This design comes from an exercise in tuning for small area, a short achievable clock period and few clock cycles per item on the open sky130 flow, not from production work. Where RTL was checked, it was by simulation tests only, not by an equivalence proof against the original. No functional check of the RTL was part of runs 2 and 3.

==> flow/design.v <==
module sha_1_core(
    clk,
    rstn,
    din,
    din_vld,
    use_pre_cv,
    sha_1_end,
    busy,
    dout,
    dout_vld
);
input wire clk;
input wire rstn;
input wire [31:0] din;
input wire din_vld;
input wire use_pre_cv;
input wire sha_1_end;
output reg busy;
output wire [159:0] dout;
output reg dout_vld;
localparam [31:0] H0_INIT = 32'h67452301,
                  H1_INIT = 32'hEFCDAB89,
                  H2_INIT = 32'h98BADCFE,
                  H3_INIT = 32'h10325476,
                  H4_INIT = 32'hC3D2E1F0;
reg [6:0] cnt;       
reg hvld;            
reg ivm;             
reg st1;             
reg [3:0] ph;        
wire fch  = ph[0];   
wire fmaj = ph[2];   
reg [4:0] fk;        
wire rot  = |fk;     
reg sr, sa;          
wire last = fk[4];   
reg idle;            
wire start = din_vld & idle;
always @(posedge clk or negedge rstn) begin
    if (!rstn) begin
        cnt      <= 7'd0;
        busy     <= 1'b0;
        idle     <= 1'b1;
        dout_vld <= 1'b0;
        hvld     <= 1'b0;
        st1      <= 1'b0;
        ph       <= 4'b0001;
        fk       <= 5'd0;
        sr       <= 1'b0;
        sa       <= 1'b0;
    end
    else begin
        dout_vld <= last;
        st1      <= start;
        fk       <= {fk[3:0], (cnt == 7'd77)};
        sr       <= (cnt == 7'd77) | fk[0] | fk[1];
        sa       <= fk[2] | fk[3];
        if (start) begin
            ph   <= 4'b0001;
        end
        else if (cnt == 7'd20 || cnt == 7'd40 || cnt == 7'd60) begin
            ph   <= {ph[2:0], 1'b0};
        end
        if (start) begin
            cnt  <= 7'd1;
            busy <= 1'b1;
            idle <= 1'b0;
        end
        else if (last) begin
            cnt  <= 7'd0;
            busy <= 1'b0;
            idle <= 1'b1;
            hvld <= 1'b1;
        end
        else if (!idle) begin
            cnt  <= cnt + 7'd1;
        end
    end
end
reg [31:0] w [0:15];
wire [31:0] w_xor = w[13] ^ w[8] ^ w[2] ^ w[0];
always @(posedge clk) begin
    w[15] <= din_vld ? din : {w_xor[30:0], w_xor[31]};
end
genvar i;
generate
    for (i = 0; i < 15; i = i + 1) begin: gen_w
        always @(posedge clk) w[i] <= w[i+1];
    end
endgenerate
reg [31:0] h0, h1, h2, h3, h4;
wire use_h = use_pre_cv & hvld;
wire [31:0] s1_ = use_h ? h1 : H1_INIT;
wire [31:0] s2_ = use_h ? h2 : H2_INIT;
wire [31:0] s3_ = use_h ? h3 : H3_INIT;
wire [31:0] s4_ = use_h ? h4 : H4_INIT;
wire [31:0] s0_ = ivm ? H0_INIT : h0;
always @(posedge clk) begin
    if (start)
        ivm <= ~use_h;
end
reg [31:0] a, b, c, d;
reg [31:0] pu, pv;
wire [31:0] cb = {b[1:0], b[31:2]};            
wire [31:0] f_ch  = (a & cb) | (~a & c);
wire [31:0] f_par = a ^ cb ^ c;
wire [31:0] f_maj = (a & cb) | (a & c) | (cb & c);
wire [31:0] f = fch ? f_ch : (fmaj ? f_maj : f_par);
wire [31:0] k = ({32{ph[0]}} & 32'h5A827999) | ({32{ph[1]}} & 32'h6ED9EBA1) |
                ({32{ph[2]}} & 32'h8F1BBCDC) | ({32{ph[3]}} & 32'hCA62C1D6);
wire [31:0] s1 = d ^ w[15] ^ k;
wire [31:0] c1 = (d & w[15]) | (d & k) | (w[15] & k);
wire [31:0] c1s = {c1[30:0], 1'b0};
wire [31:0] s2 = f ^ s1 ^ c1s;
wire [31:0] c2 = (f & s1) | (f & c1s) | (s1 & c1s);
wire [31:0] c2s = {c2[30:0], 1'b0};
always @(posedge clk) begin
    pu <= s2 ^ c2s;
    pv <= s2 & c2s;
end
wire [31:0] ra = {a[26:0], a[31:27]};
wire [31:0] s3 = ra ^ pu;
wire [31:0] c3 = pv | (ra & pu);
wire [31:0] a_next = s3 + {c3[30:0], 1'b0};
always @(posedge clk) begin
    if (start) begin
        a <= s1_;
        b <= {s2_[29:0], s2_[31:30]};
        c <= s3_;
        d <= s4_;
    end
    else begin
        if (st1)
            a <= s0_;
        else
            a <= a_next;
        b <= a;
        c <= cb;
        d <= c;
    end
end
wire [31:0] ff_x = ({32{sa}} & a) | ({32{sr}} & {a[1:0], a[31:2]});
reg [4:0] fv;
reg mh;
always @(posedge clk) begin
    fv <= {fv[3:0], (cnt == 7'd77) & sha_1_end & ivm};
    mh <= sha_1_end & ~ivm;
end
wire [31:0] ivk = ({32{fv[0]}} & H4_INIT) | ({32{fv[1]}} & H3_INIT) |
                  ({32{fv[2]}} & H2_INIT) | ({32{fv[3]}} & H1_INIT) |
                  ({32{fv[4]}} & H0_INIT);
wire [31:0] ff_h = ({32{mh}} & h4) | ivk;
wire [31:0] ff_sum = ff_h + ff_x;
always @(posedge clk) begin
    if (rot) begin
        h0 <= ff_sum;
        h1 <= h0;
        h2 <= h1;
        h3 <= h2;
        h4 <= h3;
    end
end
assign dout = {h0, h1, h2, h3, h4};
endmodule
==> flow/flow/run.sh <==
#!/bin/bash
# The standard layout (the standard.sh, synthesis unchanged), with the
# port buffers made from the smallest plain buffer instead of a delay cell.
set -euo pipefail
bash standard.sh "BUFFER_PORTS_ARGS=-buffer_cell sky130_fd_sc_hd__buf_1" finish > standard.log 2>&1
==> flow/standard.sh <==
#!/bin/bash
# synth_recipe.tcl (not shown) runs the flow's synth.tcl, then flattens the netlist and writes it again
# the make line also repeats each setting of config.mk as NAME=value (left out here)
make -C /OpenROAD-flow-scripts/flow DESIGN_CONFIG=/design/flow/config.mk WORK_HOME=/design/flow/orfs CLKGATE_MAP_FILE= SYNTH_SCRIPT=/design/flow/synth_recipe.tcl "${@:-finish}"
==> flow/config.mk <==
export PLATFORM = sky130hd
export DESIGN_NAME = sha_1_core
export DESIGN_NICKNAME = sha_1_core
export VERILOG_FILES = /design/flow/design.v
export SDC_FILE = /design/flow/constraint.sdc
export NUM_CORES = 4
export LEC_CHECK = 0
export CAP_MARGIN = 20
export CORE_MARGIN = 2
export CORE_UTILIZATION = 45
export CTS_BUF_LIST = sky130_fd_sc_hd__clkbuf_4 sky130_fd_sc_hd__clkbuf_8 sky130_fd_sc_hd__clkbuf_16
export CTS_CLUSTER_DIAMETER = 70
export CTS_CLUSTER_SIZE = 26
export PLACE_DENSITY = 0.65
export SETUP_SLACK_MARGIN = 3.8
export SLEW_MARGIN = 20
==> flow/constraint.sdc <==
create_clock -name core_clock -period 7.0 [get_ports {clk}]
set_input_delay 1.4000 -clock core_clock [delete_from_list [all_inputs] [get_ports {clk}]]
set_output_delay 1.4000 -clock core_clock [all_outputs]
set_load 0.01 [all_outputs]
==> impl_metrics.py, run 1 <==
metrics = {
    "status": {
        "status": "timing/DRC/antenna clean",
    },
    "setup_path": {
        "ff2ff_setup_slack_ps": 3780,
        "crit_chain": "a22o_1, ha_4, fa_2, a21oi_4, o211ai_1, a221oi_4, a211oi_4, o211ai_2, a21oi_4, a21oi_2, o21ai_1, xnor2_1",
        "crit_slowest_cell": "dfrtp_4",
        "worstSetupPathType": "reg2reg",
        "critPathRequiredTime_ps": 7380,
        "cp.arrival_ps": 3600,
        "r2r_start": "sa$_DFF_PN0_",
        "startpoint_type": "flop",
        "rr_endpoint": "h0[26]$_DFFE_PP_",
        "crit_path_end_kind": "flop",
        "crit_top_cell": "a21oi_4",
        "crit_fanout": 6,
        "reg2regPathDepth": 12,
        "cp_slowest_stage_delay_ps": 540,
    },
    "sta": {
        "setup_slack_ps": 3778,
        "max-slew-margin-rel_pct": 28.74,
        "setup_viol": 0,
        "fin_tns_setup_ps": 0,
        "drv_slew": 0,
        "min_period_ps": 3222,
        "fmax_ghz": 0.3103,
        "worst_pin_slew_ps": 1069,
        "fin_skew_ps": 26.76,
        "period_share_pct": 46.03,
        "rsz0062_at_grt": "true",
        "hold_viol_final": 0,
    },
    "floorplanning": {
        "fp-row-count": 95,
        "ios": 199,
        "fp.coreArea_mm2": 0.06740,
        "die_h_um": 265.4,
        "die_x_um": 265.4,
        "die-area_mm2": 0.07044,
        "initial_core_util_pct": 45.62,
    },
    "synth": {
        "synth_top_area_share_pct": 46.10,
        "synthArstFlopShare_pct": 2.578,
        "synth-warning-count": 2,
        "ys_types": 70,
        "synth_flop_cell": "dfxtp_1",
        "syn_nets": 2621,
        "avgSynthCellArea_um2": 13.02,
        "synthTopCellsByArea": "dfxtp_1 46%, edfxtp_1 16%, fa_1 6.1%, ha_1 5.2%, xnor2_1 3.9%",
        "yosysSeqAreaShare_pct": 63.70,
        "synth_area_leader_cell": "dfxtp_1",
        "netlist_area_mm2": 0.03075,
        "netlist_instances": 2362,
        "synth_edf_count": 161,
        "yosys_register_bits": 892,
    },
    "clock_tree": {
        "clockBufferDepth": 3,
        "clkLatencyLatePin_ps": 620,
        "cts_made_buffers": 46,
        "path_clk_slew_ps": 110,
        "cts-root-buf": "clkbuf_16",
        "cts_hold_buf": 0,
        "cts_tree": "done",
        "cts.sinks": 892,
        "cts_max_level": 2,
    },
    "global_routing": {
        "gr-usage-all-layers_pct": 21.46,
        "antenna_found_initial": 0,
        "grt_pass1_vias": 18610,
        "overflow": 0,
        "grt_pass1_wl_um": 115000,
        "grt_max_degree": 78,
    },
    "hold_path": {
        "min_path_cells": 0,
        "whs_endpoint": "w[8][30]$_DFF_P_",
        "hold_start": "w[9][30]$_DFF_P_",
        "worst_hold_path_type": "reg2reg",
    },
    "routing": {
        "vias": 18480,
        "drt_wl_total_um": 75770,
        "drc_errors": 0,
        "via_per_inst": 5.311,
        "drtAntennaViolNets": 0,
        "drt-initial-drc-count": 1607,
        "post_drt_wl_per_cell_um": 21.78,
        "drtPass1Iterations": 5,
    },
    "final_layout": {
        "drive_gt1_share_pct": 11.05,
        "antenna_cells": 0,
        "area_growth_pct": 12.74,
        "fin_nets": 2839,
    },
    "placed_design": {
        "dp_hpwl_um": 54420,
        "portBuffers": 198,
        "place_ws_ps": 3063,
        "gp_congestion": 0.9119,
    },
    "flow_run": {
        "cap_violations": 0,
    },
}
-- worst max-delay path: cells and delay by family (launching register included) --
| family | cells | cell delay, ps |
|---|---|---|
| DFF | 1 | 540 |
| AOI/OAI and AO/OA | 9 | 1700 |
| xor gates and xnor gates | 1 | 130 |
| adders and majority gates | 2 | 580 |
-- synth_stat cells (11+ instances only) --
master and instances:
o22a_1 49, mux2_2 28, nor3_1 23, xnor2_1 137, o21ai_0 79, nor2b_1 13
ha_1 128, fa_1 94, clkbuf_1 63, nand2_1 145, mux2i_1 37, nor2_1 86
a21o_1 31, or2_2 31, dfrtp_1 21, inv_1 142, a22o_1 80, a21oi_1 109
xor2_1 24, edfxtp_1 161, nand3_1 21, dfxtp_1 708, o21a_1 11
-- timing repair --
action | in CTS | in global routing
setup buffers | 18 | 12
cloned | 0 | 0
endpoints found under the setup margin | 57 | 67
gates resized for setup | 55 | 66
pin swaps | 17 | 28
-- per-stage QoR --
step | util (%) | hold WS, ps | cell area [um2] | cells
2_1_floorplan | - | 309.6 | 30760 | 2362
3_3_place_gp | 48.14 | 310.3 | 32440 | 3374
3_5_place_dp | 48.16 | 312.1 | 32450 | 3375
4_1_cts | 50.94 | 325.5 | 34330 | 3467
5_1_grt | 51.43 | 322.0 | 34660 | 3479
6_report | 51.43 | 317.1 | 34660 | 3479
-- final cells by class --
class / instances / area [um2]
fill: 5734 / 32730
sequential: 892 / 19650
multi-input combinational: 1253 / 10770
clock buffer: 52 / 1214
timing repair buffer: 243 / 1105
tap: 873 / 1092
inverter: 144 / 540.5
clock inverter: 22 / 289.0
-- cell families (layout without fill, tap and decap cells) --
group                    after synthesis  after routing  share of synthesized area (%)
adder cells (fa/ha/maj)              222            222                          11.33
XOR/XNOR                             161            161                          4.586
buffers and inverters                217            461                          2.653
AO/OA/AOI/OAI                        444            444                          10.17
multiplexers                          65             65                          2.230
flip-flops                           892            892                          63.70
AND/OR/NAND/NOR                      361            361                          5.335
-- routing by layer --
| layer | GRT usage [%] | vias up | part of all wire, % |
|---|---|---|---|
| met5 | 0 | - | 0 |
| met3 | 2.990 | 136 | 6.3 |
| li1 | - | 8509 | - |
| met1 | 30.63 | 9162 | 45 |
| met2 | 33.97 | 671 | 46 |
| met4 | 6.612 | 0 | 3.1 |
-- cells in the final DEF, fill, tap and decap left out, drive strengths merged, types with 37 or more instances in the layout --
master	count
dfxtp	708
buf	242
edfxtp	161
inv	151
nand2	145
xnor2	137
ha	128
a21oi	112
fa	94
nor2	87
o21ai	86
a22o	80
clkbuf	53
o22a	49
mux2i	37
-- sequential cells by signal, indices dropped and copies added, names as in the netlist, 4 cells and up --
| register | count |
|---|---|
| a | 32 |
| b | 32 |
| c | 32 |
| cnt | 7 |
| d | 32 |
| fk | 5 |
| fv | 5 |
| h0 | 32 |
| h1 | 32 |
| h2 | 32 |
| h3 | 32 |
| h4 | 32 |
| ph | 4 |
| pu | 32 |
| pv | 30 |
| w | 512 |
-- worst max-delay path by stage --
stage,start,to
after global placement,fv[2]$_DFF_P_,h0[31]$_DFFE_PP_
after global routing,sa$_DFF_PN0_,h0[26]$_DFFE_PP_
final,sa$_DFF_PN0_,h0[26]$_DFFE_PP_
after CTS,ph[2]$_DFFE_PN0P_,pu[2]$_DFF_P_
after floorplan,sr$_DFF_PN0_,h0[24]$_DFFE_PP_
after detailed placement,sa$_DFF_PN0_,h0[24]$_DFFE_PP_
Testbench counts, summed over its fixed seeds: cycles 15,936, blocks 192.
==> inputs of run 2 (changes only) <==
--- a/flow/design.v
+++ b/flow/design.v
@@ -143,6 +143,14 @@
 reg [4:0] fv;
-reg mh;
+reg mh;              
+reg hr;              
+wire rot_nx = (cnt == 7'd77) | fk[0] | fk[1] | fk[2] | fk[3];
 always @(posedge clk) begin
     fv <= {fv[3:0], (cnt == 7'd77) & sha_1_end & ivm};
-    mh <= sha_1_end & ~ivm;
+    mh <= rot_nx & sha_1_end & ~ivm;
+end
+always @(posedge clk or negedge rstn) begin
+    if (!rstn)
+        hr <= 1'b1;
+    else
+        hr <= ~rot_nx;
 end
@@ -151,7 +159,7 @@
                   ({32{fv[4]}} & H0_INIT);
-wire [31:0] ff_h = ({32{mh}} & h4) | ivk;
+wire [31:0] ff_h = ({32{mh}} & h4) | ({32{hr}} & h0) | ivk;
 wire [31:0] ff_sum = ff_h + ff_x;
 always @(posedge clk) begin
+    h0 <= ff_sum;
     if (rot) begin
-        h0 <= ff_sum;
         h1 <= h0;
--- a/flow/config.mk
+++ b/flow/config.mk
@@ -9,7 +9,7 @@
 export CORE_MARGIN = 2
-export CORE_UTILIZATION = 45
-export CTS_BUF_LIST = sky130_fd_sc_hd__clkbuf_4 sky130_fd_sc_hd__clkbuf_8 sky130_fd_sc_hd__clkbuf_16
+export CORE_UTILIZATION = 40
+export CTS_BUF_LIST = sky130_fd_sc_hd__clkbuf_8 sky130_fd_sc_hd__clkbuf_16
 export CTS_CLUSTER_DIAMETER = 70
 export CTS_CLUSTER_SIZE = 26
-export PLACE_DENSITY = 0.65
+export PLACE_DENSITY = 0.6
 export SETUP_SLACK_MARGIN = 3.8
==> run 2 against run 1 <==
Effect of this change: sequential share of layout area fell by 0.82 points; sequential cell count is 1 higher; die area grew 11%; cell count up 2.7%; maximum frequency decreased by 2.8%; routed wire length grew 1.8%; final area about the same; utilization shrank 5.7 points; non-clock buffer count is 12 higher; register-to-register slack lost 90 ps; critical endpoint is now h0[29]$_DFF_P_.
==> impl_metrics.py, run 2 <==
metrics = {
    "synth": {
        "synth_top_area_share_pct": 48.54,
        "ys_top_cells_by_count": "740 x dfxtp_1, 140 x xnor2_1, 136 x inv_1, 129 x edfxtp_1, 128 x ha_1",
        "synth_most_common_cell": "dfxtp_1",
        "synth-warning-count": 2,
        "syn_nets": 2601,
        "synth_flop_cell": "dfxtp_1",
        "ys_types": 62,
        "synth_area_leader_cell": "dfxtp_1",
        "yosys_register_bits": 893,
        "yosysSeqAreaShare_pct": 63.21,
        "avgSynthCellArea_um2": 13.03,
        "synth_edf_count": 129,
        "synthArstFlopShare_pct": 2.688,
        "synthTopCellsByArea": "dfxtp_1 49%, edfxtp_1 13%, fa_1 6.2%, ha_1 5.2%, xnor2_1 4.0%",
        "netlist_area_mm2": 0.03052,
        "netlist_instances": 2342,
    },
    "floorplanning": {
        "fp-row-count": 101,
        "ios": 199,
        "fp.coreArea_mm2": 0.07570,
        "die-area_mm2": 0.07853,
        "initial_core_util_pct": 40.32,
        "die_x_um": 280.2,
        "die_h_um": 280.2,
    },
    "final_layout": {
        "fin_nets": 2826,
        "multiInputGateArea_mm2": 0.01082,
        "fin_util_pct": 45.78,
        "seq_area_mm2": 0.01936,
        "drive_gt1_share_pct": 11.21,
        "area_growth_pct": 13.54,
        "antenna_cells": 0,
        "layout_common_cells": "717 x dfxtp_1, 197 x buf_1, 140 x inv_1",
        "regMostFlops": "w",
        "fillerInstances": 6754,
        "largest_reg_flops": 512,
        "final_common_cell": "dfxtp_1",
    },
    "placed_design": {
        "dp_hpwl_um": 55700,
        "portBuffers": 198,
        "place_ws_ps": 2945,
        "gp_congestion": 0.8786,
    },
    "setup_path": {
        "crit_start": "fv[3]$_DFF_P_",
        "cp.arrival_ps": 3840,
        "crit_fanout": 5,
        "critPathTopFamily": "compound AO/OA/AOI/OAI gates",
        "crit_slowest_cell": "dfxtp_4",
        "startpoint_type": "flop",
        "crit_chain": "or3_4, a221o_1, ha_4, a21o_1, a21o_1, a221oi_2, a21boi_4, nor4_2, o31a_1, a2111oi_2, nor3_1, xor2_1",
        "critPathBufInv": 0,
        "crit_path_end_kind": "flop",
        "r2r_start": "fv[3]$_DFF_P_",
        "cp_slowest_stage_delay_ps": 370,
        "crit_top_cell": "a21o_1",
        "worstSetupPathType": "reg2reg",
        "critPathRequiredTime_ps": 7520,
    },
    "routing": {
        "drc_errors": 0,
        "post_drt_wl_per_cell_um": 21.59,
        "drt-initial-drc-count": 1201,
        "vias": 18150,
        "drt_wl_total_um": 77140,
        "drtPass1Iterations": 7,
        "via_per_inst": 5.078,
        "drtAntennaViolNets": 0,
    },
    "hold_path": {
        "worst_hold_path_type": "reg2reg",
        "hold_start": "w[1][14]$_DFF_P_",
    },
    "clock_tree": {
        "cts.sinks": 893,
        "path_clk_slew_ps": 100,
        "clockBufferDepth": 3,
        "cts_hold_buf": 0,
        "cts_made_buffers": 47,
        "clkLatencyLatePin_ps": 640,
        "cts_max_level": 2,
        "cts_tree": "done",
        "cts-root-buf": "clkbuf_16",
    },
    "sta": {
        "period_share_pct": 47.38,
        "setup_viol": 0,
        "worst_pin_slew_ps": 1004,
        "rsz0062_at_grt": "true",
        "fin_tns_setup_ps": 0,
        "fin_skew_ps": 41.89,
        "min_period_ps": 3317,
        "max-slew-margin-rel_pct": 33.09,
        "drv_slew": 0,
        "hold_viol_final": 0,
        "setup_slack_ps": 3683,
        "hold_slack_ps": 328.2,
        "fmax_ghz": 0.3015,
    },
    "global_routing": {
        "grt_max_degree": 68,
        "grt_pass1_vias": 18380,
        "gr-usage-all-layers_pct": 19.36,
        "overflow": 0,
        "antenna_found_initial": 4,
        "grt_pass1_wl_um": 114900,
    },
    "status": {
        "status": "timing/DRC/antenna clean",
    },
    "flow_run": {
        "cap_violations": 0,
    },
}
run 2: changes by cell type after synthesis, sizes merged, moves of 11 or more:
cell / delta
a22oi: +17
nand2: -55
a21oi: -13
dfxtp: +32
clkbuf: +11
edfxtp: -32
a221o: +12
run 2: logic make-up (layout without fill, tap and decap cells):
family,after synthesis,count (layout),share of synthesized area [%]
compound gates,469,469,10.90
mux,64,64,2.214
flops,893,893,63.21
simple gates,314,314,4.907
buf+inv,216,469,2.656
fa+ha+maj,222,222,11.41
xor+xnor,164,164,4.706
run 2: layout make-up:
cell class | count | share of cell area (%)
Timing Repair Buffer | 255 | 3.459
Multi-Input combinational cell | 1233 | 31.22
Sequential cell | 893 | 55.87
Inverter | 137 | 1.491
Clock inverter | 27 | 0.8845
Clock buffer | 50 | 3.545
Tap cell | 978 | 3.531
run 2: layer usage:
| layer | share of wire [%] | routed length (um) | vias up | track usage (%) |
|---|---|---|---|---|
| li1 | - | - | 8504 | - |
| met1 | 45 | 34710 | 9042 | 26.16 |
| met2 | 48 | 37060 | 500 | 32.46 |
| met3 | 4.5 | 3474 | 97 | 2.715 |
| met4 | 2.4 | 1874 | 2 | 5.430 |
| met5 | 0.021 | 16 | - | 0 |
run 2: path summary, 6_finish.rpt:
check | endpoint | slack [ps] | depth (start not counted)
max in group asynchronous | idle$_DFFE_PN1P_ | 5870 | 2
worst max-delay path | h0[29]$_DFF_P_ | 3680 | 12
worst max register to register | h0[29]$_DFF_P_ | 3680 | 12
worst min-delay path | w[0][14]$_DFF_P_ | 330 | 0
min in group asynchronous | st1$_DFF_PN0_ | 770 | 2
worst min register to register | w[0][14]$_DFF_P_ | 330 | 0
run 2: per-stage QoR:
step	area, um2	instances
after CTS	34250	3552
after detailed placement	32360	3457
after global routing	34660	3573
after floorplan	30540	2342
final	34660	3573
after global placement	32360	3457
run 2: timing repair:
| item | in CTS | in global routing |
|---|---|---|
| resized for setup | 64 | 58 |
| cloned | 0 | 0 |
| setup endpoints to repair | 95 | 28 |
| pin swaps | 22 | 26 |
| setup buffers | 18 | 21 |
==> inputs of run 3 (changes only) <==
--- a/flow/config.mk
+++ b/flow/config.mk
@@ -14,3 +14,3 @@
 export PLACE_DENSITY = 0.6
-export SETUP_SLACK_MARGIN = 3.8
+export SETUP_SLACK_MARGIN = 4.1
 export SLEW_MARGIN = 20
==> run 3 against run 2 <==
Effect of this change: non-clock buffer count grew 42; still clean on timing, DRC and antenna; count of clock-buffer cells in the layout is 2 lower; hold slack better by 0.96 ps.
==> impl_metrics.py, run 3 <==
metrics = {
    "hold_path": {
        "worst_hold_path_type": "reg2reg",
        "whs_endpoint": "w[8][9]$_DFF_P_",
        "hold_start": "w[9][9]$_DFF_P_",
        "min_path_cells": 0,
    },
    "global_routing": {
        "grt_pass1_vias": 18810,
        "grt_max_degree": 75,
        "gr-usage-all-layers_pct": 20.04,
        "grt_pass1_wl_um": 118900,
        "overflow": 0,
        "antenna_found_initial": 2,
    },
    "setup_path": {
        "r2r_start": "fv[0]$_DFF_P_",
        "rr_endpoint": "h0[29]$_DFF_P_",
        "critPathRequiredTime_ps": 7510,
        "crit_top_cell": "a21o_1",
        "crit_path_end_kind": "flop",
        "cp.arrival_ps": 3850,
        "worstSetupPathType": "reg2reg",
        "crit_fanout": 4,
        "startpoint_type": "flop",
        "crit_chain": "or3_4, a221o_1, ha_4, a21o_1, a21o_1, a221oi_2, a21boi_4, nor4_2, o31a_1, a2111oi_4, nor3_2, xor2_1",
        "reg2regPathDepth": 12,
        "critPathBufInv": 0,
        "cp_slowest_stage_delay_ps": 390,
        "ff2ff_setup_slack_ps": 3670,
        "critPathTopFamily": "compound AO/OA/AOI/OAI gates",
        "crit_slowest_cell": "or3_4",
    },
    "routing": {
        "drtPass1Iterations": 5,
        "vias": 18600,
        "via_per_inst": 5.152,
        "drt_wl_total_um": 79600,
        "top_layer": "met5",
        "dr_wl_met2_um": 37960,
        "drt-met1-wl_um": 34960,
        "drt-initial-drc-count": 1529,
        "drtAntennaViolNets": 0,
        "drc_errors": 0,
        "met3_length_um": 4403,
        "post_drt_wl_per_cell_um": 22.05,
    },
    "placed_design": {
        "place_area_mm2": 0.03237,
        "place_inst": 3456,
        "portBuffers": 198,
        "gp_congestion": 0.9210,
        "dp_hpwl_um": 56180,
    },
    "final_layout": {
        "stdcell_area_mm2": 0.03543,
        "fin_nets": 2866,
        "fillerInstances": 6701,
        "final_common_cell": "dfxtp_1",
        "regMostFlops": "w",
        "final_cell_count_no_fill": 3610,
        "drive_gt1_share_pct": 14.44,
        "area_growth_pct": 16.07,
        "largest_reg_flops": 512,
        "layout_common_cells": "710 x dfxtp_1, 197 x buf_1, 139 x inv_1",
    },
    "synth": {
        "synth_top_area_share_pct": 48.54,
        "ys_types": 62,
        "synthArstFlopShare_pct": 2.688,
        "synth_most_common_cell": "dfxtp_1",
        "netlist_area_mm2": 0.03052,
        "yosysSeqAreaShare_pct": 63.21,
        "netlist_instances": 2342,
        "synth-warning-count": 2,
        "syn_nets": 2601,
        "synthTopCellsByArea": "dfxtp_1 49%, edfxtp_1 13%, fa_1 6.2%, ha_1 5.2%, xnor2_1 4.0%",
        "synth_area_leader_cell": "dfxtp_1",
        "synth_flop_cell": "dfxtp_1",
        "avgSynthCellArea_um2": 13.03,
        "ys_top_cells_by_count": "740 x dfxtp_1, 140 x xnor2_1, 136 x inv_1, 129 x edfxtp_1, 128 x ha_1",
        "yosys_register_bits": 893,
        "synth_edf_count": 129,
    },
    "sta": {
        "fin_skew_ps": 30.30,
        "fin_tns_setup_ps": 0,
        "max-slew-margin-rel_pct": 42.91,
        "rsz0062_at_grt": "true",
        "min_period_ps": 3332,
        "setup_viol": 0,
        "worst_pin_slew_ps": 856.3,
        "fmax_ghz": 0.3001,
        "hold_viol_final": 0,
        "drv_slew": 0,
        "period_share_pct": 47.60,
    },
    "clock_tree": {
        "cts_max_level": 2,
        "cts-root-buf": "clkbuf_16",
        "cts.sinks": 893,
        "clkLatencyLatePin_ps": 630,
        "cts_tree": "done",
        "clockBufferDepth": 3,
        "cts_made_buffers": 45,
        "path_clk_slew_ps": 100,
    },
    "floorplanning": {
        "die-area_mm2": 0.07853,
        "die_h_um": 280.2,
        "initial_core_util_pct": 40.32,
        "ios": 199,
        "fp-row-count": 101,
        "fp.coreArea_mm2": 0.07570,
        "die_x_um": 280.2,
    },
    "status": {
        "status": "timing/DRC/antenna clean",
    },
    "flow_run": {
        "cap_violations": 0,
    },
}
run 3: changes by cell type in the layout (fill, tap and decap cells not counted), sizes merged:
cell,previous run,this run
buf,255,294
inv,156,152
clkinv,8,5
clkinvlp,0,2
bufbuf,0,1
bufinv,0,1
diode,0,1
run 3: worst max-delay path by stage:
stage                       start        endpoint  slack (ps)  cells past startpoint
finish              fv[0]$_DFF_P_  h0[29]$_DFF_P_        3670                     12
floorplan           fv[0]$_DFF_P_  h0[29]$_DFF_P_        3830                     13
global placement          din_vld   a[25]$_DFF_P_        3290                      7
global route           mh$_DFF_P_  h0[28]$_DFF_P_        3610                     15
detailed placement        din_vld   a[22]$_DFF_P_        3250                      8
CTS                 fv[0]$_DFF_P_  h0[29]$_DFF_P_        3600                     12
run 3: repair_timing:
action | 4_1_cts | 5_1_grt
setup buffers | 55 | 25
resized for setup | 164 | 68
pin swaps | 65 | 51
cloned | 1 | 1
endpoints found under the setup margin | 143 | 87
hold buffers | 0 | 0
run 3: final cells by class:
type	instances	area, um2	area share [%]
Sequential cell	893	19390	54.74
Timing Repair Buffer	297	1620	4.574
Clock buffer	48	1190	3.359
Inverter	137	516.7	1.459
Multi-Input combinational cell	1233	11230	31.71
Clock inverter	23	246.5	0.6958
Tap cell	978	1224	3.454
Antenna cell	1	2.502	0.007064
run 3: through the flow:
stage	hold WS, ps	worst slack [ps]	util (%)
after floorplan	309.6	3832	-
after global placement	310.1	3289	42.76
after detailed placement	312.1	3254	42.76
after CTS	329.7	3604	46.16
after global routing	334.1	3613	46.80
final	329.1	3668	46.80
run 3: logic make-up after synthesis:
family          count (synthesis)  synth area share (%)
buf+inv                       216                 2.656
flops                         893                 63.21
fa+ha+maj                     222                 11.41
mux                            64                 2.214
xor+xnor                      164                 4.706
compound gates                469                 10.90
simple gates                  314                 4.907
run 3: layer usage:
metal / global-route usage [%] / vias to the layer above
li1: - / 8590
met1: 27.15 / 9279
met2: 33.62 / 618
met3: 2.623 / 111
met4: 5.759 / 2
met5: 0 / -
==> inputs of run 4 (changes only) <==
--- a/flow/design.v
+++ b/flow/design.v
@@ -32,2 +32,3 @@
 wire fmaj = ph[2];   
+reg q77;             
 reg [4:0] fk;        
@@ -47,2 +48,3 @@
         ph       <= 4'b0001;
+        q77      <= 1'b0;
         fk       <= 5'd0;
@@ -54,4 +56,5 @@
         st1      <= start;
-        fk       <= {fk[3:0], (cnt == 7'd77)};
-        sr       <= (cnt == 7'd77) | fk[0] | fk[1];
+        q77      <= (cnt == 7'd76);
+        fk       <= {fk[3:0], q77};
+        sr       <= q77 | fk[0] | fk[1];
         sa       <= fk[2] | fk[3];
@@ -142,9 +145,9 @@
 wire [31:0] ff_x = ({32{sa}} & a) | ({32{sr}} & {a[1:0], a[31:2]});
-reg [4:0] fv;
+reg [4:0] gv;        
 reg mh;              
 reg hr;              
-wire rot_nx = (cnt == 7'd77) | fk[0] | fk[1] | fk[2] | fk[3];
+wire rot_nx = q77 | fk[0] | fk[1] | fk[2] | fk[3];
 always @(posedge clk) begin
-    fv <= {fv[3:0], (cnt == 7'd77) & sha_1_end & ivm};
-    mh <= rot_nx & sha_1_end & ~ivm;
+    gv <= {gv[3:0], (cnt == 7'd76) & ivm};
+    mh <= rot_nx & sha_1_end;
 end
@@ -156,6 +159,7 @@
 end
-wire [31:0] ivk = ({32{fv[0]}} & H4_INIT) | ({32{fv[1]}} & H3_INIT) |
-                  ({32{fv[2]}} & H2_INIT) | ({32{fv[3]}} & H1_INIT) |
-                  ({32{fv[4]}} & H0_INIT);
-wire [31:0] ff_h = ({32{mh}} & h4) | ({32{hr}} & h0) | ivk;
+wire ld_iv = |gv;
+wire [31:0] ivk = ({32{gv[0]}} & H4_INIT) | ({32{gv[1]}} & H3_INIT) |
+                  ({32{gv[2]}} & H2_INIT) | ({32{gv[3]}} & H1_INIT) |
+                  ({32{gv[4]}} & H0_INIT);
+wire [31:0] ff_h = ({32{mh}} & h4) | ({32{hr}} & h0);
 wire [31:0] ff_sum = ff_h + ff_x;
@@ -167,4 +171,7 @@
         h3 <= h2;
+    end
+    if (ld_iv)
+        h4 <= ivk;
+    else if (rot)
         h4 <= h3;
-    end
 end
--- a/flow/config.mk
+++ b/flow/config.mk
@@ -14,3 +14,3 @@
 export PLACE_DENSITY = 0.6
-export SETUP_SLACK_MARGIN = 4.1
+export SETUP_SLACK_MARGIN = 3.8
 export SLEW_MARGIN = 20
==> run 4 against run 3 <==
Effect of this change: still clean; maximum frequency is 3.4% higher; routed wire length is 2.5% higher; global-route usage up 0.48 points; synthesized area is 0.67% higher; critical path type unchanged.
==> impl_metrics.py, run 4 <==
metrics = {
    "synth": {
        "ys_types": 64,
        "yosys_register_bits": 894,
        "synth-warning-count": 2,
        "synth_most_common_cell": "dfxtp_1",
        "synthTopCellsByArea": "dfxtp_1 48%, edfxtp_1 13%, fa_1 6.1%, ha_1 5.2%, xnor2_1 3.9%",
        "synth_top_area_share_pct": 48.21,
        "syn_nets": 2653,
        "synth_edf_count": 129,
        "netlist_instances": 2395,
        "avgSynthCellArea_um2": 12.83,
        "yosysSeqAreaShare_pct": 62.87,
        "netlist_area_mm2": 0.03073,
        "ys_top_cells_by_count": "740 x dfxtp_1, 136 x xnor2_1, 135 x nand2_1, 133 x inv_1, 129 x edfxtp_1",
        "synth_flop_cell": "dfxtp_1",
        "synth_area_leader_cell": "dfxtp_1",
        "synthArstFlopShare_pct": 2.796,
    },
    "sta": {
        "max-slew-margin-rel_pct": 20.96,
        "drv_slew": 0,
        "setup_viol": 0,
        "worst_pin_slew_ps": 1182,
        "fin_skew_ps": 25.56,
        "fin_tns_setup_ps": 0,
        "hold_slack_ps": 329.2,
        "hold_viol_final": 0,
        "rsz0062_at_grt": "true",
        "min_period_ps": 3222,
        "fmax_ghz": 0.3103,
        "period_share_pct": 46.04,
    },
    "routing": {
        "drt-initial-drc-count": 1510,
        "via_per_inst": 5.131,
        "drt_wl_total_um": 81610,
        "drtPass1Iterations": 6,
        "post_drt_wl_per_cell_um": 22.41,
        "drtAntennaViolNets": 0,
        "vias": 18690,
        "drc_errors": 0,
    },
    "final_layout": {
        "drive_gt1_share_pct": 8.426,
        "area_growth_pct": 12.18,
        "stdcell_area_mm2": 0.03447,
        "largest_reg_flops": 512,
        "fin_nets": 2846,
        "final_common_cell": "dfxtp_1",
        "fillerInstances": 6874,
        "regMostFlops": "w",
        "fin_util_pct": 45.38,
        "layout_common_cells": "728 x dfxtp_1, 196 x buf_1, 137 x inv_1",
    },
    "placed_design": {
        "gp_congestion": 0.9679,
        "place_area_mm2": 0.03264,
        "dp_hpwl_um": 59380,
        "portBuffers": 198,
    },
    "clock_tree": {
        "cts-root-buf": "clkbuf_16",
        "cts_max_level": 2,
        "cts.sinks": 894,
        "clkLatencyLatePin_ps": 620,
        "cts_tree": "done",
        "cts_hold_buf": 0,
        "clockBufferDepth": 3,
        "path_clk_slew_ps": 100,
        "cts_made_buffers": 46,
    },
    "global_routing": {
        "overflow": 0,
        "grt_pass1_vias": 18760,
        "grt_pass1_wl_um": 121700,
        "grt_max_degree": 69,
        "gr-usage-all-layers_pct": 20.53,
        "antenna_found_initial": 0,
    },
    "flow_run": {
        "cap_violations": 0,
    },
    "setup_path": {
        "startpoint_type": "flop",
        "worstSetupPathType": "reg2reg",
        "critPathRequiredTime_ps": 7510,
        "crit_fanout": 3,
        "crit_path_end_kind": "flop",
        "cp.arrival_ps": 3730,
    },
    "floorplanning": {
        "die_x_um": 281.2,
        "fp-row-count": 101,
        "fp.coreArea_mm2": 0.07595,
        "die_h_um": 281.2,
        "die-area_mm2": 0.07905,
        "ios": 199,
        "initial_core_util_pct": 40.46,
    },
    "status": {
        "status": "timing/DRC/antenna clean",
    },
    "hold_path": {
        "worst_hold_path_type": "reg2reg",
    },
}
==> run 4: repair_timing <==
action	in CTS	in global routing
pin swaps	9	11
setup buffers	7	7
resized for setup	30	34
gates cloned	0	0
hold endpoints to repair	0	0
endpoints found under the setup margin	57	19
==> run 4: worst max-delay path: stages (launching register included) <==
cell and delay [ps]:
dfxtp_4 360, ha_1 180, or2_2 320, ha_4 220, a21oi_2 160, and4b_2 280
o21ai_4 170, nor2_1 70, o32a_1 370, o31a_1 370, a31oi_2 240, xor2_1 280
a21oi_1 100
==> run 4: logic make-up (layout without fill, tap and decap cells) <==
kind of cell             Yosys count  in the layout  synth area share (%)
adder cells (fa/ha/maj)          221            221                 11.30
buffers and inverters            218            434                 2.667
XOR/XNOR                         160            160                 4.561
AND/OR/NAND/NOR                  351            351                 5.343
flip-flops                       894            894                 62.87
multiplexers                      65             65                 2.236
other                              0              1                     0
AO/OA/AOI/OAI                    486            486                 11.03
==> run 4: worst paths after layout <==
path	cells past startpoint	to	slack, ps	start
setup / recovery	12	a[28]$_DFF_P_	3780	a[28]$_DFF_P_
hold / removal	0	w[6][30]$_DFF_P_	330	w[7][30]$_DFF_P_
setup reg to reg	12	a[28]$_DFF_P_	3780	a[28]$_DFF_P_
hold reg to reg	0	w[6][30]$_DFF_P_	330	w[7][30]$_DFF_P_
max in group asynchronous	1	ph[2]$_DFFE_PN0P_	5640	rstn
min in group asynchronous	1	hvld$_DFFE_PN0P_	810	rstn
==> run 4: metrics by stage <==
step	std cells	setup slack, ps
after global placement	3555	3287
after floorplan	2395	3878
after global routing	3641	3754
final	3642	3778
after CTS	3634	3788
after detailed placement	3556	3182
==> run 4: cell type report <==
class | instances | area [um2] | share of cell area [%]
sequential | 894 | 19350 | 56.15
multi-input combinational | 1283 | 10860 | 31.51
tap | 1030 | 1289 | 3.739
clock buffer | 47 | 1176 | 3.412
timing repair buffer | 230 | 1042 | 3.024
inverter | 133 | 499.2 | 1.448
clock inverter | 24 | 244.0 | 0.7078
antenna | 1 | 2.502 | 0.007260
==> run 4: metal layers <==
metal  vias up  GRT usage (%)  part of all wire, %
li1       8593              -                    -
met4         0          7.322                  3.5
met1      9303          28.81                   45
met3       129          2.984                  6.2
met2       662          32.28                   45
met5         -              0                    0
Testbench counts of run 4, summed over its fixed seeds: cycles 15,936, blocks 192.
==> inputs of run 5 (changes only) <==
--- a/flow/config.mk
+++ b/flow/config.mk
@@ -14,3 +14,3 @@
 export PLACE_DENSITY = 0.6
-export SETUP_SLACK_MARGIN = 3.8
+export SETUP_SLACK_MARGIN = 4.1
 export SLEW_MARGIN = 20
==> run 5 against run 4 <==
Effect of this change: still clean on timing, DRC and antenna; final area increased by 5.1%; via count increased by 2.3%; clock skew increased by 14 ps; die area unchanged; critical endpoint unchanged.
==> impl_metrics.py, run 5 <==
metrics = {
    "status": {
        "status": "timing/DRC/antenna clean",
    },
    "setup_path": {
        "crit_slowest_cell": "o32a_1",
        "crit_chain": "ha_4, or2_4, ha_4, a21oi_2, and4b_2, o21ai_4, nor2_1, o32a_1, o31a_1, a31oi_4, xor2_2, a21oi_1",
        "ff2ff_setup_slack_ps": 3860,
        "worstSetupPathType": "reg2reg",
        "crit_top_cell": "ha_4",
        "r2r_start": "a[28]$_DFF_P_",
        "crit_fanout": 3,
        "startpoint_type": "flop",
        "cp.arrival_ps": 3660,
        "reg2regPathDepth": 12,
        "critPathRequiredTime_ps": 7520,
        "cp_slowest_stage_delay_ps": 420,
        "crit_path_end_kind": "flop",
        "rr_endpoint": "a[28]$_DFF_P_",
    },
    "placed_design": {
        "place_ws_ps": 2668,
        "portBuffers": 198,
        "place_area_mm2": 0.03265,
        "gp_congestion": 0.9134,
        "dp_hpwl_um": 56720,
    },
    "routing": {
        "drt-initial-drc-count": 1546,
        "drt_wl_total_um": 81380,
        "via_per_inst": 5.142,
        "vias": 19110,
        "drtAntennaViolNets": 0,
        "post_drt_wl_per_cell_um": 21.89,
        "drtPass1Iterations": 5,
        "drc_errors": 0,
    },
    "global_routing": {
        "antenna_found_initial": 0,
        "grt_pass1_vias": 19330,
        "grt_max_degree": 76,
        "grt_pass1_wl_um": 120800,
        "overflow": 0,
        "gr-usage-all-layers_pct": 20.19,
    },
    "flow_run": {
        "cap_violations": 0,
    },
    "synth": {
        "synth-warning-count": 2,
        "synth_top_area_share_pct": 48.21,
        "synth_flop_cell": "dfxtp_1",
        "yosys_register_bits": 894,
        "ys_types": 64,
        "yosysSeqAreaShare_pct": 62.87,
        "avgSynthCellArea_um2": 12.83,
        "synth_edf_count": 129,
        "netlist_area_mm2": 0.03073,
        "synth_area_leader_cell": "dfxtp_1",
        "synthArstFlopShare_pct": 2.796,
        "ys_top_cells_by_count": "740 x dfxtp_1, 136 x xnor2_1, 135 x nand2_1, 133 x inv_1, 129 x edfxtp_1",
        "syn_nets": 2653,
        "synthTopCellsByArea": "dfxtp_1 48%, edfxtp_1 13%, fa_1 6.1%, ha_1 5.2%, xnor2_1 3.9%",
        "netlist_instances": 2395,
        "synth_most_common_cell": "dfxtp_1",
    },
    "floorplanning": {
        "ios": 199,
        "fp-row-count": 101,
        "die-area_mm2": 0.07905,
        "die_x_um": 281.2,
        "initial_core_util_pct": 40.46,
        "fp.coreArea_mm2": 0.07595,
        "die_h_um": 281.2,
    },
    "sta": {
        "fin_skew_ps": 39.62,
        "max-slew-margin-rel_pct": 24.69,
        "hold_viol_final": 0,
        "setup_slack_ps": 3859,
        "period_share_pct": 44.87,
        "rsz0062_at_grt": "true",
        "setup_viol": 0,
        "drv_slew": 0,
        "fin_tns_setup_ps": 0,
        "worst_pin_slew_ps": 1124,
        "fmax_ghz": 0.3184,
        "min_period_ps": 3141,
    },
    "final_layout": {
        "layout_common_cells": "717 x dfxtp_1, 196 x buf_1, 136 x inv_1",
        "stdcell_area_mm2": 0.03623,
        "largest_reg_flops": 512,
        "area_growth_pct": 17.91,
        "final_common_cell": "dfxtp_1",
        "regMostFlops": "w",
        "drive_gt1_share_pct": 15.37,
        "fin_nets": 2918,
        "antenna_cells": 0,
    },
    "hold_path": {
        "min_path_cells": 0,
        "hold_start": "w[6][14]$_DFF_P_",
        "worst_hold_path_type": "reg2reg",
        "whs_endpoint": "w[5][14]$_DFF_P_",
    },
    "clock_tree": {
        "cts_hold_buf": 0,
        "cts.sinks": 894,
        "cts_tree": "done",
        "path_clk_slew_ps": 100,
        "cts_made_buffers": 48,
        "clockBufferDepth": 3,
        "cts_max_level": 2,
        "cts-root-buf": "clkbuf_16",
        "clkLatencyLatePin_ps": 640,
    },
}
-- run 5: cell counts after synthesis --
No cell type changed its count.
-- run 5: routing by layer --
layer / up-vias / wire length, um / track usage (%)
li1: 8748 / - / -
met3: 194 / 4734 / 2.652
met4: 0 / 4107 / 9.255
met5: - / 0 / 0
met2: 731 / 36380 / 31.59
met1: 9439 / 36160 / 27.87
-- run 5: metrics by stage --
step | hold WS (ps) | utilization (%) | cells
2_1_floorplan | 309.6 | - | 2395
3_3_place_gp | 309.8 | 42.99 | 3558
3_5_place_dp | 312.1 | 42.99 | 3558
4_1_cts | 323.7 | 46.83 | 3693
5_1_grt | 321.0 | 47.70 | 3717
6_report | 321.4 | 47.70 | 3717
-- run 5: how the worst max path moves through the flow --
stage | start | endpoint
after CTS | a[30]$_DFF_P_ | a[28]$_DFF_P_
after floorplan | fk[3]$_DFF_PN0_ | h4[0]$_DFFE_PP_
after detailed placement | din_vld | a[29]$_DFF_P_
after global routing | a[28]$_DFF_P_ | a[28]$_DFF_P_
after global placement | din_vld | a[26]$_DFF_P_
final | a[28]$_DFF_P_ | a[28]$_DFF_P_
-- run 5: what timing repair did --
item                       in CTS  in global routing
buffers inserted               54                 22
setup endpoints to repair     192                 39
gates cloned                    4                  2
gates resized for setup       181                 92
pin swaps                      70                 49
-- run 5: worst max-delay path: cells and delay by family, from the launching register on --
kind	cells	cell delay (ps)
AOI/OAI and AO/OA	6	1410
and+or+nand+nor	3	580
adders and majority gates	2	390
DFF	1	370
xor gates and xnor gates	1	250
-- run 5: area by class of cell --
class                   count  area (um2)
fillers                  6676       39720
flip-flops and latches    894       19380
multi-input cells        1285       11660
repair buffers            298        1805
well taps                1030        1289
clock buffers              50        1229
inverters                 133       499.2
clock inverters            27       360.3
-- run 5: cells by family (layout without fill, tap and decap cells) --
family	after synthesis	count (layout)	synth area share [%]
flops	894	894	62.87
compound gates	486	486	11.03
simple gates	351	353	5.343
fa+ha+maj	221	221	11.30
buf+inv	218	508	2.667
xor+xnor	160	160	4.561
mux	65	65	2.236
==> inputs of run 6 (changes only) <==
--- a/flow/config.mk
+++ b/flow/config.mk
@@ -14,3 +14,3 @@
 export PLACE_DENSITY = 0.6
-export SETUP_SLACK_MARGIN = 4.1
+export SETUP_SLACK_MARGIN = 3.95
 export SLEW_MARGIN = 20
==> run 6 against run 5 <==
Effect of this change: final area down 2.7%; critical path depth unchanged; first-iteration DRC count about the same; synthesized area unchanged; utilization down 1.3 points; register-to-register slack about the same; maximum frequency up 0.16%; synthesized cell count unchanged; hold slack worse by 5.1 ps; critical path type unchanged; largest cell class unchanged.
==> impl_metrics.py, run 6 <==
metrics = {
    "sta": {
        "hold_slack_ps": 316.3,
        "setup_viol": 0,
        "fin_tns_setup_ps": 0,
        "min_period_ps": 3136,
        "period_share_pct": 44.80,
        "fin_skew_ps": 33.77,
        "fmax_ghz": 0.3189,
        "worst_pin_slew_ps": 889.1,
        "hold_viol_final": 0,
        "drv_slew": 0,
        "max-slew-margin-rel_pct": 40.72,
        "rsz0062_at_grt": "true",
        "setup_slack_ps": 3864,
    },
    "routing": {
        "drt-initial-drc-count": 1547,
        "drtAntennaViolNets": 0,
        "drt_wl_total_um": 79160,
        "drtPass1Iterations": 5,
        "vias": 18720,
        "post_drt_wl_per_cell_um": 21.55,
        "drc_errors": 0,
        "via_per_inst": 5.094,
    },
    "floorplanning": {
        "die_h_um": 281.2,
        "ios": 199,
        "die-area_mm2": 0.07905,
        "fp-row-count": 101,
        "die_x_um": 281.2,
        "fp.coreArea_mm2": 0.07595,
        "initial_core_util_pct": 40.46,
    },
    "synth": {
        "ys_types": 64,
        "netlist_instances": 2395,
        "yosysSeqAreaShare_pct": 62.87,
        "synth-warning-count": 2,
        "synth_top_area_share_pct": 48.21,
        "netlist_area_mm2": 0.03073,
        "synth_edf_count": 129,
        "syn_nets": 2653,
        "synth_area_leader_cell": "dfxtp_1",
        "ys_top_cells_by_count": "740 x dfxtp_1, 136 x xnor2_1, 135 x nand2_1, 133 x inv_1, 129 x edfxtp_1",
        "synth_most_common_cell": "dfxtp_1",
        "synthTopCellsByArea": "dfxtp_1 48%, edfxtp_1 13%, fa_1 6.1%, ha_1 5.2%, xnor2_1 3.9%",
        "avgSynthCellArea_um2": 12.83,
        "synth_flop_cell": "dfxtp_1",
        "yosys_register_bits": 894,
        "synthArstFlopShare_pct": 2.796,
    },
    "final_layout": {
        "fin_nets": 2878,
        "seq_area_mm2": 0.01937,
        "fillerInstances": 6821,
        "regMostFlops": "w",
        "antenna_cells": 0,
        "largest_reg_flops": 512,
        "drive_gt1_share_pct": 11.88,
        "layout_common_cells": "722 x dfxtp_1, 196 x buf_1, 135 x xnor2_1",
        "multiInputGateArea_mm2": 0.01126,
        "area_growth_pct": 14.68,
        "final_common_cell": "dfxtp_1",
    },
    "clock_tree": {
        "clkLatencyLatePin_ps": 640,
        "cts_hold_buf": 0,
        "cts.sinks": 894,
        "path_clk_slew_ps": 100,
        "cts-root-buf": "clkbuf_16",
        "cts_max_level": 2,
        "cts_tree": "done",
        "clockBufferDepth": 3,
        "cts_made_buffers": 47,
    },
    "hold_path": {
        "whs_endpoint": "w[6][14]$_DFF_P_",
        "worst_hold_path_type": "reg2reg",
        "min_path_cells": 0,
        "hold_start": "w[7][14]$_DFF_P_",
    },
    "global_routing": {
        "grt_pass1_vias": 19110,
        "gr-usage-all-layers_pct": 20.05,
        "overflow": 0,
        "grt_pass1_wl_um": 119900,
        "grt_max_degree": 73,
        "antenna_found_initial": 0,
    },
    "setup_path": {
        "cp_slowest_stage_delay_ps": 430,
        "startpoint_type": "flop",
        "crit_path_end_kind": "flop",
        "rr_endpoint": "a[28]$_DFF_P_",
        "cp.arrival_ps": 3660,
        "crit_chain": "ha_4, or2_4, ha_4, a21oi_2, and4b_2, o21ai_4, nor2_1, o32a_1, o31a_1, a31oi_4, xor2_2, a21oi_2",
        "reg2regPathDepth": 12,
        "ff2ff_setup_slack_ps": 3860,
        "critPathRequiredTime_ps": 7520,
        "worstSetupPathType": "reg2reg",
        "r2r_start": "a[28]$_DFF_P_",
        "crit_fanout": 3,
        "crit_slowest_cell": "o32a_1",
    },
    "placed_design": {
        "gp_congestion": 0.9072,
        "place_ws_ps": 2803,
        "dp_hpwl_um": 56910,
        "portBuffers": 198,
    },
    "status": {
        "status": "timing/DRC/antenna clean",
    },
    "flow_run": {
        "cap_violations": 0,
    },
}
-- run 6: how the worst max path moves through the flow --
stage / start / to / depth (start not counted)
2_1_floorplan: ph[2]$_DFFE_PN0P_ / pu[16]$_DFF_P_ / 8
3_3_place_gp: din_vld / a[29]$_DFF_P_ / 8
5_1_grt: a[31]$_DFF_P_ / a[30]$_DFF_P_ / 12
4_1_cts: hr$_DFF_PN1_ / h0[24]$_DFF_P_ / 12
3_5_place_dp: din_vld / a[30]$_DFF_P_ / 8
6_report: a[28]$_DFF_P_ / a[28]$_DFF_P_ / 12
-- run 6: layout make-up --
class                   count  area share [%]
clock buffers              47           3.338
multi-input cells        1283           31.96
well taps                1030           3.657
clock inverters            26          0.9054
inverters                 133           1.424
repair buffers            261           3.739
flip-flops and latches    894           54.97
-- run 6: per-stage QoR --
stage / util (%) / cells / instance area (um2)
after floorplan: - / 2395 / 30740
after global placement: 42.98 / 3560 / 32640
after detailed placement: 42.98 / 3560 / 32640
after CTS: 45.79 / 3657 / 34780
after global routing: 46.40 / 3674 / 35240
final: 46.40 / 3674 / 35240
-- run 6: timing repair --
item	in CTS	in global routing
endpoints found under the setup margin	123	32
buffers inserted	23	17
gates cloned	1	0
gates resized for setup	92	67
pin swaps	23	31
-- run 6: per-layer routing --
| metal | global-route usage [%] | share of wire, % | up-vias |
|---|---|---|---|
| met3 | 2.760 | 5.7 | 162 |
| met2 | 31.02 | 45 | 637 |
| met1 | 28.19 | 45 | 9242 |
| li1 | - | - | 8676 |
| met5 | 0 | 0 | - |
| met4 | 8.433 | 4.5 | 0 |
-- run 6: cells by family (layout without fill, tap and decap cells) --
| logic type | after synthesis | in the layout | synth area share, % |
|---|---|---|---|
| xor gates and xnor gates | 160 | 160 | 4.561 |
| and+or+nand+nor | 351 | 351 | 5.343 |
| AOI/OAI and AO/OA | 486 | 486 | 11.03 |
| DFF | 894 | 894 | 62.87 |
| buffers and inverters | 218 | 467 | 2.667 |
| muxes | 65 | 65 | 2.236 |
| adders and majority gates | 221 | 221 | 11.30 |
-- run 6: worst max-delay path: cells and delay by family, from the launching register on --
| kind | cells | cell delay (ps) |
|---|---|---|
| flip-flops | 1 | 380 |
| AND/OR/NAND/NOR | 3 | 570 |
| adder cells (fa/ha/maj) | 2 | 370 |
| XOR/XNOR | 1 | 230 |
| AO/OA/AOI/OAI | 6 | 1480 |
==> inputs of run 7 (changes only) <==
--- a/flow/config.mk
+++ b/flow/config.mk
@@ -13,3 +13,3 @@
 export CTS_CLUSTER_SIZE = 26
-export PLACE_DENSITY = 0.6
+export PLACE_DENSITY = 0.5
 export SETUP_SLACK_MARGIN = 3.95
==> run 7 against run 6 <==
Effect of this change: still clean on timing, DRC and antenna; largest cell class unchanged; first-iteration DRC count is 6.9% lower; clock skew rose by 8.4 ps; sequential cell count is the same; critical path type unchanged; hold slack got worse by 5.1 ps; non-clock buffer count grew 15; utilization is 0.80 points higher; maximum frequency up 0.52%; routed wire length up 5.9%.
==> impl_metrics.py, run 7 <==
metrics = {
    "global_routing": {
        "grt_pass1_wl_um": 123600,
        "grt_pass1_vias": 18730,
        "antenna_found_initial": 1,
        "overflow": 0,
        "grt_max_degree": 70,
        "gr-usage-all-layers_pct": 21.07,
    },
    "final_layout": {
        "final_common_cell": "dfxtp_1",
        "regMostFlops": "w",
        "drive_gt1_share_pct": 13.78,
        "final_cell_count_no_fill": 3700,
        "fillerInstances": 6850,
        "antenna_cells": 0,
        "layout_common_cells": "720 x dfxtp_1, 196 x buf_1, 132 x inv_1, 132 x nand2_1",
        "area_growth_pct": 16.65,
        "largest_reg_flops": 512,
        "fin_nets": 2897,
    },
    "placed_design": {
        "gp_congestion": 0.8974,
        "place_inst": 3557,
        "dp_hpwl_um": 59400,
        "portBuffers": 198,
    },
    "floorplanning": {
        "die_x_um": 281.2,
        "ios": 199,
        "initial_core_util_pct": 40.46,
        "fp-row-count": 101,
        "die-area_mm2": 0.07905,
        "die_h_um": 281.2,
        "fp.coreArea_mm2": 0.07595,
    },
    "synth": {
        "ys_top_cells_by_count": "740 x dfxtp_1, 136 x xnor2_1, 135 x nand2_1, 133 x inv_1, 129 x edfxtp_1",
        "avgSynthCellArea_um2": 12.83,
        "synth_area_leader_cell": "dfxtp_1",
        "netlist_instances": 2395,
        "synthArstFlopShare_pct": 2.796,
        "synthTopCellsByArea": "dfxtp_1 48%, edfxtp_1 13%, fa_1 6.1%, ha_1 5.2%, xnor2_1 3.9%",
        "synth_top_area_share_pct": 48.21,
        "synth_flop_cell": "dfxtp_1",
        "ys_types": 64,
        "yosys_register_bits": 894,
        "synth-warning-count": 2,
        "netlist_area_mm2": 0.03073,
        "syn_nets": 2653,
        "yosysSeqAreaShare_pct": 62.87,
        "synth_most_common_cell": "dfxtp_1",
        "synth_edf_count": 129,
    },
    "setup_path": {
        "cp_slowest_stage_delay_ps": 390,
        "crit_path_end_kind": "flop",
        "crit_fanout": 3,
        "cp.arrival_ps": 3660,
        "critPathRequiredTime_ps": 7540,
        "worstSetupPathType": "reg2reg",
        "startpoint_type": "flop",
        "crit_chain": "ha_4, or2_4, ha_4, a21oi_4, and4b_2, o21ai_4, buf_4, buf_4, nor3_4, nor2_4, o41a_1, o21ai_4, a2111oi_4, a311oi_1",
        "crit_slowest_cell": "o41a_1",
    },
    "sta": {
        "setup_viol": 0,
        "rsz0062_at_grt": "true",
        "hold_viol_final": 0,
        "fmax_ghz": 0.3206,
        "worst_pin_slew_ps": 1114,
        "max-slew-margin-rel_pct": 25.63,
        "drv_slew": 0,
        "min_period_ps": 3120,
        "period_share_pct": 44.57,
        "fin_skew_ps": 42.18,
        "fin_tns_setup_ps": 0,
    },
    "clock_tree": {
        "cts_tree": "done",
        "cts.sinks": 894,
        "cts-root-buf": "clkbuf_16",
        "cts_made_buffers": 51,
        "clkLatencyLatePin_ps": 650,
        "path_clk_slew_ps": 100,
        "cts_max_level": 2,
        "clockBufferDepth": 3,
        "cts_hold_buf": 0,
    },
    "routing": {
        "drt-initial-drc-count": 1441,
        "drtPass1Iterations": 5,
        "drc_errors": 0,
        "drt_wl_total_um": 83820,
        "via_per_inst": 5.110,
        "vias": 18910,
        "post_drt_wl_per_cell_um": 22.65,
        "drtAntennaViolNets": 0,
    },
    "status": {
        "status": "timing/DRC/antenna clean",
    },
    "hold_path": {
        "worst_hold_path_type": "reg2reg",
    },
    "flow_run": {
        "cap_violations": 0,
    },
}
-- run 7: cell counts after synthesis --
Identical to the previous run, type by type.
-- run 7: worst paths after layout --
path | startpoint | to | slack [ps] | cells past startpoint
setup / recovery | a[28]$_DFF_P_ | a[30]$_DFF_P_ | 3880 | 14
hold / removal | w[11][18]$_DFF_P_ | w[10][18]$_DFF_P_ | 310 | 0
setup reg to reg | a[28]$_DFF_P_ | a[30]$_DFF_P_ | 3880 | 14
hold reg to reg | w[11][18]$_DFF_P_ | w[10][18]$_DFF_P_ | 310 | 0
max in group asynchronous | rstn | ph[2]$_DFFE_PN0P_ | 5590 | 1
min in group asynchronous | rstn | fk[4]$_DFF_PN0_ | 820 | 1
-- run 7: metrics by stage --
stage	utilization (%)	hold slack (ps)	area [um2]	worst slack [ps]
2_1_floorplan	-	309.6	30740	4011
6_report	47.20	311.2	35840	3880
5_1_grt	47.20	328.1	35840	3800
3_3_place_gp	42.96	310.1	32630	2480
4_1_cts	46.32	320.9	35180	3895
3_5_place_dp	42.97	312.1	32640	2399
-- run 7: kinds of logic after synthesis --
group	synth area share, %
buffers and inverters	2.667
muxes	2.236
DFF	62.87
AOI/OAI and AO/OA	11.03
adders and majority gates	11.30
xor gates and xnor gates	4.561
and+or+nand+nor	5.343
-- run 7: worst max-delay path: cells and delay by family (launching register included) --
| family | cells | cell delay [ps] |
|---|---|---|
| compound gates | 6 | 1170 |
| fa+ha+maj | 2 | 430 |
| buf+inv | 2 | 280 |
| flops | 1 | 380 |
| simple gates | 4 | 770 |
-- run 7: routing by layer --
metal	vias up	GRT usage [%]	wire [um]
li1	8706	-	-
met1	9421	30.78	39110
met2	638	32.59	37140
met3	142	2.702	4788
met4	0	6.184	2777
met5	-	0	0
-- run 7: cell type report --
cell class	instances	area, um2	area share [%]
tap	1030	1289	3.595
clock buffer	53	1315	3.669
clock inverter	31	320.3	0.8936
sequential	894	19380	54.08
timing repair buffer	276	1524	4.252
inverter	133	504.2	1.407
multi-input combinational	1283	11510	32.10
-- run 7: repair_timing --
| item | 4_1_cts | 5_1_grt |
|---|---|---|
| resized for setup | 121 | 96 |
| buffers inserted | 34 | 23 |
| cloned | 2 | 0 |
| endpoints found under the setup margin | 162 | 38 |
| pin swaps | 38 | 41 |
| endpoints found under the hold margin | 0 | 0 |

[re-timing with driven ports]
The results above use ideal ports. As a check the final layouts listed here were re-extracted and re-timed, cells and wires unchanged.
Step 1, drivers: a clkbuf_16 drives clk and a buf_2 each remaining input, both assumed.
Step 2 moves the port delays by t, midway between the first and last clock arrival at a register: inputs arrive t later, outputs are due t later. That takes back most of the time a late clock gives input paths.
a / b / c = ideal / step 1 / step 2; a / b = the first two.
run	t, ns	slack for setup (ns)	hold slack, ns	worst register clock-pin slew, ns	pins driven straight from the clock port
run 1	0.669	3.778 / 3.778 / 3.385	0.317 / 0.317 / 0.317	0.11 / 0.11	1
run 2	0.685	3.683 / 3.683 / 3.217	0.328 / 0.328 / 0.328	0.11 / 0.11	1
run 3	0.675	3.668 / 3.668 / 3.537	0.329 / 0.329 / 0.329	0.10 / 0.10	1
run 4	0.671	3.778 / 3.778 / 3.316	0.329 / 0.329 / 0.329	0.11 / 0.11	1
run 5	0.678	3.859 / 3.859 / 3.554	0.321 / 0.321 / 0.321	0.11 / 0.11	1
run 6	0.676	3.864 / 3.864 / 3.354	0.316 / 0.316 / 0.316	0.10 / 0.10	1
run 7	0.684	3.880 / 3.880 / 3.382	0.311 / 0.311 / 0.311	0.11 / 0.11	1
After both steps setup and hold are still met in every run listed. For run 6, which loses most, drivers alone change the setup slack by 0.000 ns; drivers and shift together by -0.510 ns.
